This is an optimization exercise on Yosys and OpenROAD, whose aim is small area and a short achievable clock period, not a production implementation.
No functional check of the RTL was part of this run.
Power figures rest on the tool's default switching activity, not on a simulated workload.

==> flow/design.v <==
module FA (
    input  wire a, b, c,
    output wire s, co
);
    assign s  = a ^ b ^ c;
    assign co = (a & b) | (a & c) | (b & c);
endmodule
module ADDSUB8 (
    input  wire [7:0] A, B,
    input  wire       sub,
    output wire [8:0] s
);
    wire [7:0] bx = B ^ {8{sub}};
    wire [8:0] c;
    assign c[0] = sub;
    genvar i;
    generate
        for (i = 0; i < 8; i = i + 1) begin : g
            FA fa (.a(A[i]), .b(bx[i]), .c(c[i]), .s(s[i]), .co(c[i+1]));
        end
    endgenerate
    assign s[8] = c[8];
endmodule
module MUL8 (
    input  wire [7:0]  A, B,
    output wire [15:0] P
);
    wire pp0_0 = ~(A[0] & B[0]);
    wire pp0_1 = ~(A[1] & B[0]);
    wire pp0_2 = ~(A[2] & B[0]);
    wire pp0_3 = ~(A[3] & B[0]);
    wire pp0_4 = ~(A[4] & B[0]);
    wire pp0_5 = ~(A[5] & B[0]);
    wire pp0_6 = ~(A[6] & B[0]);
    wire pp0_7 = ~(A[7] & B[0]);
    wire pp1_0 = ~(A[0] & B[1]);
    wire pp1_1 = ~(A[1] & B[1]);
    wire pp1_2 = ~(A[2] & B[1]);
    wire pp1_3 = ~(A[3] & B[1]);
    wire pp1_4 = ~(A[4] & B[1]);
    wire pp1_5 = ~(A[5] & B[1]);
    wire pp1_6 = ~(A[6] & B[1]);
    wire pp1_7 = ~(A[7] & B[1]);
    wire pp2_0 = ~(A[0] & B[2]);
    wire pp2_1 = ~(A[1] & B[2]);
    wire pp2_2 = ~(A[2] & B[2]);
    wire pp2_3 = ~(A[3] & B[2]);
    wire pp2_4 = ~(A[4] & B[2]);
    wire pp2_5 = ~(A[5] & B[2]);
    wire pp2_6 = ~(A[6] & B[2]);
    wire pp2_7 = ~(A[7] & B[2]);
    wire pp3_0 = ~(A[0] & B[3]);
    wire pp3_1 = ~(A[1] & B[3]);
    wire pp3_2 = ~(A[2] & B[3]);
    wire pp3_3 = ~(A[3] & B[3]);
    wire pp3_4 = ~(A[4] & B[3]);
    wire pp3_5 = ~(A[5] & B[3]);
    wire pp3_6 = ~(A[6] & B[3]);
    wire pp3_7 = ~(A[7] & B[3]);
    wire pp4_0 = ~(A[0] & B[4]);
    wire pp4_1 = ~(A[1] & B[4]);
    wire pp4_2 = ~(A[2] & B[4]);
    wire pp4_3 = ~(A[3] & B[4]);
    wire pp4_4 = ~(A[4] & B[4]);
    wire pp4_5 = ~(A[5] & B[4]);
    wire pp4_6 = ~(A[6] & B[4]);
    wire pp4_7 = ~(A[7] & B[4]);
    wire pp5_0 = ~(A[0] & B[5]);
    wire pp5_1 = ~(A[1] & B[5]);
    wire pp5_2 = ~(A[2] & B[5]);
    wire pp5_3 = ~(A[3] & B[5]);
    wire pp5_4 = ~(A[4] & B[5]);
    wire pp5_5 = ~(A[5] & B[5]);
    wire pp5_6 = ~(A[6] & B[5]);
    wire pp5_7 = ~(A[7] & B[5]);
    wire pp6_0 = ~(A[0] & B[6]);
    wire pp6_1 = ~(A[1] & B[6]);
    wire pp6_2 = ~(A[2] & B[6]);
    wire pp6_3 = ~(A[3] & B[6]);
    wire pp6_4 = ~(A[4] & B[6]);
    wire pp6_5 = ~(A[5] & B[6]);
    wire pp6_6 = ~(A[6] & B[6]);
    wire pp6_7 = ~(A[7] & B[6]);
    wire pp7_0 = ~(A[0] & B[7]);
    wire pp7_1 = ~(A[1] & B[7]);
    wire pp7_2 = ~(A[2] & B[7]);
    wire pp7_3 = ~(A[3] & B[7]);
    wire pp7_4 = ~(A[4] & B[7]);
    wire pp7_5 = ~(A[5] & B[7]);
    wire pp7_6 = ~(A[6] & B[7]);
    wire pp7_7 = ~(A[7] & B[7]);
    wire s1, c2;
    wire s3, c4;
    wire s6, c7;
    wire s8, c9;
    wire s11, c12;
    wire s13, c14;
    wire s16, c17;
    wire s18, c19;
    wire s21, c22;
    wire s23, c24;
    wire s26, c27;
    wire s29, c30;
    wire s32, c33;
    wire s35, c36;
    wire s38, c39;
    wire s41, c42;
    wire s44, c45;
    wire s47, c48;
    wire s50, c51;
    wire s53, c54;
    wire s56, c57;
    wire s58, c59;
    wire s61, c62;
    wire s64, c65;
    wire s67, c68;
    wire s70, c71;
    wire s73, c74;
    wire s76, c77;
    wire s79, c80;
    wire s82, c83;
    wire s85, c86;
    wire s87, c88;
    wire s90, c91;
    wire s93, c94;
    wire s96, c97;
    wire s99, c100;
    wire s102, c103;
    wire s105, c106;
    wire s108, c109;
    wire s111, c112;
    wire s114, c115;
    wire s117, c118;
    assign s1 = ~(pp0_6 ^ pp1_5);
    assign c2 = pp0_6 | pp1_5;
    FA u5 (.a(pp0_7), .b(pp1_6), .c(pp2_5), .s(s3), .co(c4));
    assign s6 = ~(pp3_4 ^ pp4_3);
    assign c7 = pp3_4 | pp4_3;
    FA u10 (.a(pp1_7), .b(pp2_6), .c(pp3_5), .s(s8), .co(c9));
    assign s11 = ~(pp4_4 ^ pp5_3);
    assign c12 = pp4_4 | pp5_3;
    FA u15 (.a(pp2_7), .b(pp3_6), .c(pp4_5), .s(s13), .co(c14));
    assign s16 = ~(pp0_4 ^ pp1_3);
    assign c17 = pp0_4 | pp1_3;
    FA u20 (.a(pp0_5), .b(pp1_4), .c(pp2_3), .s(s18), .co(c19));
    assign s21 = ~(pp3_2 ^ pp4_1);
    assign c22 = pp3_2 | pp4_1;
    FA u25 (.a(s1), .b(pp2_4), .c(pp3_3), .s(s23), .co(c24));
    FA u28 (.a(pp4_2), .b(pp5_1), .c(pp6_0), .s(s26), .co(c27));
    FA u31 (.a(c2), .b(s3), .c(s6), .s(s29), .co(c30));
    FA u34 (.a(pp5_2), .b(pp6_1), .c(pp7_0), .s(s32), .co(c33));
    FA u37 (.a(c4), .b(c7), .c(s8), .s(s35), .co(c36));
    FA u40 (.a(s11), .b(pp6_2), .c(pp7_1), .s(s38), .co(c39));
    FA u43 (.a(c9), .b(c12), .c(s13), .s(s41), .co(c42));
    FA u46 (.a(pp5_4), .b(pp6_3), .c(pp7_2), .s(s44), .co(c45));
    FA u49 (.a(c14), .b(pp3_7), .c(pp4_6), .s(s47), .co(c48));
    FA u52 (.a(pp5_5), .b(pp6_4), .c(pp7_3), .s(s50), .co(c51));
    FA u55 (.a(pp4_7), .b(pp5_6), .c(pp6_5), .s(s53), .co(c54));
    assign s56 = ~(pp0_3 ^ pp1_2);
    assign c57 = pp0_3 | pp1_2;
    FA u60 (.a(s16), .b(pp2_2), .c(pp3_1), .s(s58), .co(c59));
    FA u63 (.a(c17), .b(s18), .c(s21), .s(s61), .co(c62));
    FA u66 (.a(c19), .b(c22), .c(s23), .s(s64), .co(c65));
    FA u69 (.a(c24), .b(c27), .c(s29), .s(s67), .co(c68));
    FA u72 (.a(c30), .b(c33), .c(s35), .s(s70), .co(c71));
    FA u75 (.a(c36), .b(c39), .c(s41), .s(s73), .co(c74));
    FA u78 (.a(c42), .b(c45), .c(s47), .s(s76), .co(c77));
    FA u81 (.a(c48), .b(c51), .c(s53), .s(s79), .co(c80));
    FA u84 (.a(c54), .b(pp5_7), .c(pp6_6), .s(s82), .co(c83));
    assign s85 = ~(pp0_2 ^ pp1_1);
    assign c86 = pp0_2 | pp1_1;
    FA u89 (.a(s56), .b(pp2_1), .c(pp3_0), .s(s87), .co(c88));
    FA u92 (.a(c57), .b(s58), .c(pp4_0), .s(s90), .co(c91));
    FA u95 (.a(c59), .b(s61), .c(pp5_0), .s(s93), .co(c94));
    FA u98 (.a(c62), .b(s64), .c(s26), .s(s96), .co(c97));
    FA u101 (.a(c65), .b(s67), .c(s32), .s(s99), .co(c100));
    FA u104 (.a(c68), .b(s70), .c(s38), .s(s102), .co(c103));
    FA u107 (.a(c71), .b(s73), .c(s44), .s(s105), .co(c106));
    FA u110 (.a(c74), .b(s76), .c(s50), .s(s108), .co(c109));
    FA u113 (.a(c77), .b(s79), .c(pp7_4), .s(s111), .co(c112));
    FA u116 (.a(c80), .b(s82), .c(pp7_5), .s(s114), .co(c115));
    FA u119 (.a(c83), .b(pp6_7), .c(pp7_6), .s(s117), .co(c118));
    wire [15:0] x = {1'b1, c118, c115, c112, c109, c106, c103, c100, c97, c94, c91, c88, c86, s85, pp0_1, pp0_0};
    wire [15:0] y = {1'b1, pp7_7, s117, s114, s111, s108, s105, s102, s99, s96, s93, s90, s87, pp2_0, pp1_0, 1'b1};
    wire [16:0] t = {x, 1'b1} + {y, 1'b1};
    assign P = ~t[16:1];
endmodule
module DIV8 (
    input  wire [7:0] A, B,
    output wire [7:0] Q
);
    wire [9:0] b1 = {2'b00, B};
    wire [9:0] b2 = {1'b0, B, 1'b0};
    wire [9:0] b3 = b1 + b2;
    wire [7:0] rem [0:4];
    assign rem[4] = A;
    genvar m;
    generate
        for (m = 3; m >= 0; m = m - 1) begin : s
            localparam W = 8 - 2*m;            
            wire [W-1:0] x = rem[m+1][7:2*m];
            wire [W:0] d1; RSUB #(W) u1 (.x(x), .y(b1[W-1:0]), .d(d1));
            wire [W:0] d2; RSUB #(W) u2 (.x(x), .y(b2[W-1:0]), .d(d2));
            wire [W:0] d3; RSUB #(W) u3 (.x(x), .y(b3[W-1:0]), .d(d3));
            wire c1, c2, c3;
            if (W < 10) begin : hz
                assign c1 = ~|b1[9:W] & ~d1[W];
                assign c2 = ~|b2[9:W] & ~d2[W];
                assign c3 = ~|b3[9:W] & ~d3[W];
            end
            assign Q[2*m+1] = c2;
            assign Q[2*m]   = c3 | (c1 & ~c2);
            if (m != 0) begin : r
                wire [W-1:0] nx = c3 ? d3[W-1:0] : c2 ? d2[W-1:0] : c1 ? d1[W-1:0] : x;
                assign rem[m] = {nx, rem[m+1][2*m-1:0]};
            end
        end
    endgenerate
endmodule
module RSUB #(parameter W = 2) (
    input  wire [W-1:0] x, y,
    output wire [W:0]   d
);
    wire [W:0] c;
    assign c[0] = 1'b1;
    genvar j;
    generate
        for (j = 0; j < W; j = j + 1) begin : b
            assign d[j]   = x[j] ^ ~y[j] ^ c[j];
            assign c[j+1] = (x[j] & ~y[j]) | (x[j] & c[j]) | (~y[j] & c[j]);
        end
    endgenerate
    assign d[W] = ~c[W];
endmodule
module ALU_TOP #(parameter inWidth = 8,
                 parameter outWidth = 16)
(
    input wire [inWidth-1 : 0] A,B,
    input wire [3:0] ALU_FUN,
    input CLK, RST,
    output reg Arith_Enable,Logic_Enable,CMP_Enable,Shift_Enable,
    output wire [outWidth-1:0] Arith_OUT,
    output reg Carry_OUT,Arith_Flag,
    output wire [outWidth-1:0] Logic_OUT,
    output reg Logic_Flag,
    output wire [4-1:0] CMP_OUT,
    output reg CMP_Flag,
    output wire [outWidth-1:0] SHIFT_OUT,
    output reg SHIFT_Flag
);
    wire [1:0] op = ALU_FUN[1:0];
    wire       sub = ~Arith_Enable | op[0];
    wire [8:0] s;
    ADDSUB8 u_addsub (.A(A), .B(B), .sub(sub), .s(s));
    wire borrow = ~s[8];
    wire [15:0] prod;
    MUL8 u_mul (.A(A), .B(B), .P(prod));
    wire [7:0] quo;
    DIV8 u_div (.A(A), .B(B), .Q(quo));
    wire bz = ~|B;
    reg [8:0] arith_lo;    
    reg [6:0] arith_hi;    
    always @* begin
        case (op)
            2'b00: begin arith_lo = s;               arith_hi = 7'd0;         end
            2'b01: begin arith_lo = {borrow, s[7:0]}; arith_hi = {7{borrow}}; end
            2'b10: begin arith_lo = prod[8:0];       arith_hi = prod[15:9];   end
            default: begin arith_lo = {bz, quo};     arith_hi = {7{bz}};      end
        endcase
    end
    reg [15:0] arith_q;
    always @(posedge CLK or negedge RST) begin
        if (!RST) begin
            arith_q   <= 16'd0;
            Carry_OUT <= 1'b0;
        end else if (Arith_Enable) begin
            arith_q   <= {arith_hi, arith_lo};
            Carry_OUT <= (op == 2'b00) & s[8];
        end
    end
    assign Arith_OUT = arith_q;
    reg [7:0] logic_lo;
    reg       logic_hi;
    wire [7:0] lres = (op[0] ? (A | B) : (A & B)) ^ {8{op[1]}};
    always @(posedge CLK or negedge RST) begin
        if (!RST) begin
            logic_lo <= 8'd0;
            logic_hi <= 1'b0;
        end else if (Logic_Enable) begin
            logic_lo <= lres;
            logic_hi <= op[1];
        end
    end
    assign Logic_OUT = {{8{logic_hi}}, logic_lo};
    reg [1:0] cmp_q;
    wire ge = s[8];
    wire eq = ~|s[7:0];
    wire gt = ge & ~eq;
    wire lt = ~ge;
    always @(posedge CLK or negedge RST) begin
        if (!RST)
            cmp_q <= 2'd0;
        else if (CMP_Enable) begin
            cmp_q[0] <= (op == 2'b01) ? eq : (op == 2'b11) ? lt : 1'b0;
            cmp_q[1] <= (op == 2'b10) ? gt : (op == 2'b11) ? lt : 1'b0;
        end
    end
    assign CMP_OUT = {2'b00, cmp_q};
    reg  [8:0] shift_q;
    wire [7:0] sx = op[1] ? B : A;
    always @(posedge CLK or negedge RST) begin
        if (!RST)
            shift_q <= 9'd0;
        else if (Shift_Enable)
            shift_q <= op[0] ? {sx, 1'b0} : {2'b00, sx[7:1]};
    end
    assign SHIFT_OUT = {7'd0, shift_q};
    always @(posedge CLK or negedge RST) begin
        if (!RST) begin
            Arith_Enable <= 1'b0;
            Logic_Enable <= 1'b0;
            CMP_Enable   <= 1'b0;
            Shift_Enable <= 1'b0;
            Arith_Flag   <= 1'b0;
            Logic_Flag   <= 1'b0;
            CMP_Flag     <= 1'b0;
            SHIFT_Flag   <= 1'b0;
        end else begin
            Arith_Enable <= (ALU_FUN[3:2] == 2'b00);
            Logic_Enable <= (ALU_FUN[3:2] == 2'b01);
            CMP_Enable   <= (ALU_FUN[3:2] == 2'b10);
            Shift_Enable <= (ALU_FUN[3:2] == 2'b11);
            Arith_Flag   <= Arith_Enable;
            Logic_Flag   <= Logic_Enable;
            CMP_Flag     <= CMP_Enable;
            SHIFT_Flag   <= Shift_Enable;
        end
    end
endmodule
==> flow/flow/run.sh <==
#!/bin/bash
set -euo pipefail
here=$(cd "$(dirname "$0")" && pwd)
bash standard.sh ADDER_MAP_FILE= "SYNTH_SCRIPT=$here/synth.tcl" \
  "BUFFER_PORTS_ARGS=-buffer_cell sky130_fd_sc_hd__buf_1" finish > flow_make.log 2>&1
==> flow/flow/abc.script <==
strash
&get -n
&deepsyn -T 20
&put
dch
map -B 0.9
topo
stime -c
buffer -c
upsize -c
dnsize -c
==> flow/flow/synth.tcl <==
proc synth {args} { yosys synth -nofsm -noshare {*}$args }
set ::flow_abc_script [file join [file dirname [file normalize [info script]]] abc.script]
proc abc {args} {
  set i [lsearch -exact $args -script]
  if {$i >= 0} {
    lset args [expr {$i + 1}] $::flow_abc_script
  }
  yosys abc {*}$args
}
source $::env(SCRIPTS_DIR)/synth.tcl
# left out here: clear keep_hierarchy, flatten, clean up, hide names made inside functions, write 1_2_yosys.v
==> flow/standard.sh <==
#!/bin/bash
# synth_recipe.tcl (not shown) runs the flow's synth.tcl, then flattens the netlist and writes it again
# the make line also repeats each setting of config.mk as NAME=value (left out here)
make -C /OpenROAD-flow-scripts/flow DESIGN_CONFIG=/design/flow/config.mk WORK_HOME=/design/flow/orfs CLKGATE_MAP_FILE= SYNTH_SCRIPT=/design/flow/synth_recipe.tcl "${@:-finish}"
==> flow/config.mk <==
export PLATFORM = sky130hd
export DESIGN_NAME = ALU_TOP
export DESIGN_NICKNAME = ALU_TOP
export VERILOG_FILES = /design/flow/design.v
export SDC_FILE = /design/flow/constraint.sdc
export NUM_CORES = 4
export LEC_CHECK = 0
export ABC_AREA = 1
export CAP_MARGIN = 20
export CORE_AREA = 10 10 170 170
export CTS_BUF_LIST = sky130_fd_sc_hd__clkbuf_2 sky130_fd_sc_hd__clkbuf_4 sky130_fd_sc_hd__clkbuf_8
export DIE_AREA = 0 0 180 180
export SLEW_MARGIN = 20
==> flow/constraint.sdc <==
create_clock -name core_clock -period 32.0 [get_ports {CLK}]
set_input_delay 6.4000 -clock core_clock [delete_from_list [all_inputs] [get_ports {CLK}]]
set_output_delay 6.4000 -clock core_clock [all_outputs]
set_load 0.01 [all_outputs]
==> results.txt <==
==> worst reg2reg max path, stage by stage, from the launching register on <==
cell      delay, ps
dfrtp_1         350
buf_4           310
inv_4           110
nor2_4          290
nand2_2         100
a21oi_1         140
o21ai_1          90
or2_4           250
nand3_2          80
nand3_1         110
nand3_2         120
nand2_1          60
nand2_1          80
o21a_1          150
nand2_1          80
a21oi_2         180
nand2_1         100
a21oi_2         220
nand2_1         110
a21oi_2         240
nor3_2           90
a211oi_4        410
o21ai_1         130
o21ai_1          90
inv_1            50
==> cells in the final DEF (no fill, tap or decap), types with 10 or more instances in the layout <==
cell	n
a21oi_1	39
buf_1	72
buf_4	16
dfrtp_1	45
inv_1	108
inv_2	10
nand2_1	353
nand2_2	23
nand3_1	91
nand3_2	10
nand4_1	12
nor2_1	81
o211ai_1	14
o21ai_0	38
o21ai_1	13
o22ai_1	11
xnor2_1	13
xor2_1	32
==> stage by stage <==
stage	std cells	utilization	worst slack (ps)	power [mW]
3_5_place_dp	1414	0.264	21730	0.216
2_1_floorplan	1048	-	22810	0.184
6_report	1422	0.269	21960	0.262
3_3_place_gp	1414	0.264	21810	0.214
5_1_grt	1422	0.269	21510	0.287
4_1_cts	1422	0.269	22030	0.264
==> layout make-up <==
type | count | area [µm²]
sequential | 45 | 1130
inverter | 122 | 463
fill | 2820 | 18400
clock buffer | 5 | 68.8
timing repair buffer | 89 | 395
clock inverter | 3 | 50.0
tap | 330 | 413
multi-input combinational | 828 | 4250
==> flip-flops by register name, indices dropped and copies added (netlist names) <==
name,count
arith_q,16
cmp_q,2
Logic_Enable,1
logic_hi,1
logic_lo,8
CMP_Enable,1
Shift_Enable,1
CMP_Flag,1
SHIFT_Flag,1
Arith_Enable,1
Carry_OUT,1
shift_q,9
Logic_Flag,1
Arith_Flag,1
==> power by group <==
group / internal, mW / switching, mW
Sequential: 0.0654 / 0.00572
Clock: 0.0240 / 0.0226
Combinational: 0.0494 / 0.0948
Total: 0.139 / 0.123
==> logic make-up after synthesis <==
logic type,count (synthesis)
other,1
adder cells (fa/ha/maj),8
AO/OA/AOI/OAI,155
AND/OR/NAND/NOR,608
XOR/XNOR,48
buffers and inverters,175
flip-flops,45
==> worst max-delay path by stage <==
stage                        to  slack (ps)       start  cells after the start
CTS                 arith_q[14]       22030        A[6]                     27
global route        arith_q[14]       21510        A[6]                     31
detailed placement  arith_q[14]       21730        A[6]                     28
floorplan           arith_q[10]       22810  ALU_FUN[0]                     23
global placement    arith_q[14]       21810        A[6]                     28
finish              arith_q[14]       21960        A[6]                     27
==> metal layers <==
| layer | part of all wire | up-vias | global-route usage |
|---|---|---|---|
| met2 | 0.49 | 200 | 0.223 |
| met4 | 0.025 | 2 | 0.0357 |
| li1 | - | 3426 | - |
| met5 | 0.00061 | - | 0 |
| met3 | 0.069 | 36 | 0.0269 |
| met1 | 0.42 | 3143 | 0.150 |
==> results.sh <==
export IMPL_synth_cells=1040
export IMPL_yosys_top_cells_area="nand2_1 21%, dfrtp_1 18%, nand3_1 7.4%, inv_1 6.6%, nor2_1 4.9%"
export IMPL_routed_via_density=4.79
export IMPL_drtAntennaViolNets=0
export IMPL_timing_critical_path_buf_inv=3
export IMPL_core_um2=25200
export IMPL_insertion_delay_ps=310
export IMPL_dp_hpwl_um=16700
export IMPL_crit_slowest_cell="buf_1"
export IMPL_synthTopCellsByCount="353 x nand2_1, 108 x inv_1, 91 x nand3_1"
export IMPL_routedWlPerCell_um=15.1
export IMPL_worst_r2r_path_depth=24
export IMPL_die_area_um2=32400
export IMPL_period_share=0.314
export IMPL_diodes=0
export IMPL_cp_arrival_ps=10280
export IMPL_crit_path_end_kind="flip-flop"
export IMPL_nets=1113
export IMPL_synth_most_common_cell="nand2_1"
export IMPL_cts_setup_buffers=0
export IMPL_synth_compound_area_frac=0.155
export IMPL_cts_root_buf="clkbuf_8"
export IMPL_timing_rr_start="Arith_Enable"
export IMPL_wl_um=21500
export IMPL_yosysUniqueCellTypes=63
export IMPL_setup_viol=0
export IMPL_worstPathRequired_ps=32250
export IMPL_max_freq_mhz=99.6
export IMPL_overflow=0
export IMPL_die_w_um=180
export IMPL_hold_end="Logic_Flag"
export IMPL_hp_start="Logic_Enable"
export IMPL_tightest_slew_ps=1030
export IMPL_hold_path_depth=0
export IMPL_detail_route_first_pass_iterations=7
export IMPL_initial_core_util=0.246
export IMPL_io_pins=83
export IMPL_synth_edf_count=0
export IMPL_max_stage_delay_ps=740
export IMPL_synth_simple_area_share=0.439
export IMPL_fin_crit_ps=10040
export IMPL_ir_drop_mv=0.0196
export IMPL_cts_hold_buf=0
export IMPL_cts_tree="done"
export IMPL_worst_setup_path_type="in -> reg"
export IMPL_async_reset_ff_frac=1.00
export IMPL_numCtsBuffers=5
export IMPL_powerDensity_nw_per_um2=38.7
export IMPL_cts_sinks=45
export IMPL_ctsResizeCount=0
export IMPL_netlist_area_um2=6180
export IMPL_ys_ff_latch=45
export IMPL_htree_levels=2
export IMPL_yosys_area_top_type="nand2_1"
export IMPL_rr_endpoint="arith_q[10]"
export IMPL_reg2reg_slack_ps=27980
export IMPL_placementRows=58
export IMPL_place_area_um2=6640
export IMPL_setup_total_negative_slack_ps=0
export IMPL_drive_above_1_share=0.0934
export IMPL_grt_max_degree=46
export IMPL_slew_viol_final=0
export IMPL_hold_viol=0
export IMPL_synth_xor_area_frac=0.0735
export IMPL_die_h_um=180
export IMPL_grt_pass1_vias=6320
export IMPL_grtUsageTotal=0.126
export IMPL_synth_top_family_by_area="simple AND/OR/NAND/NOR gates"
export IMPL_remaining_drc_errors=0
export IMPL_antenna_found_initial=1
export IMPL_synth_area_per_cell_um2=5.95
export IMPL_yosysTopAreaCellShare=0.214
export IMPL_gp_congestion=0.955
export IMPL_outcome="complete, no violations"
export IMPL_crit_fanout=15
export IMPL_first_iter_violations=585
export IMPL_rsz0062_at_grt="false"
export IMPL_leakagePower_nw=3.39
export IMPL_skew_ps=8.02
export IMPL_path_delay_family="simple AND/OR/NAND/NOR gates"
export IMPL_synth_main_ff_cell="dfrtp_1"
export IMPL_num_vias=6807
export IMPL_port_buffers=73
export IMPL_relSlewSlack=0.314
export IMPL_clockBufferDepth=2
export IMPL_synthAdderAreaFrac=0.0134
export IMPL_path_clk_slew_ps=100
export IMPL_holdWs_ps=442
export IMPL_grt_first_pass_wirelength_um=33900
export IMPL_maxCapViolCount=0
export IMPL_area_growth_pct=9.35
export IMPL_design_area_um2=6760
export IMPL_ys_seq_area_frac=0.182
export IMPL_yosysWarnings=2
export IMPL_synthMuxAreaShare=0
export IMPL_hold_class="reg -> reg"
export IMPL_critPathLaunchType="input port"

-- port drivers added, routing unchanged --
In the flow no input, the clock included, has a driving cell. The finished layout below was timed again as built, in two steps.
Step 1 assumes that a clkbuf_16 drives the clock port and a buf_2 every other input.
Step 2 adds t to the input delays and takes it off the output delays; t is the mean of the earliest and latest rising clock arrival at the registers after step 1. Input paths then give back, and output paths get back, about the clock's delay inside the block.
Slacks: no drivers / after step 1 / after step 2; pairs: no drivers / after step 1.
t (ns): 0.333
slack for setup (ns): 21.964 / 21.942 / 21.609
hold slack, ns: 0.442 / 0.442 / 0.442
worst setup path after step 2: input to register
After both steps setup and hold are still met in this run. The setup slack of this run moves by -0.022 ns with the drivers and by -0.355 ns with both steps.
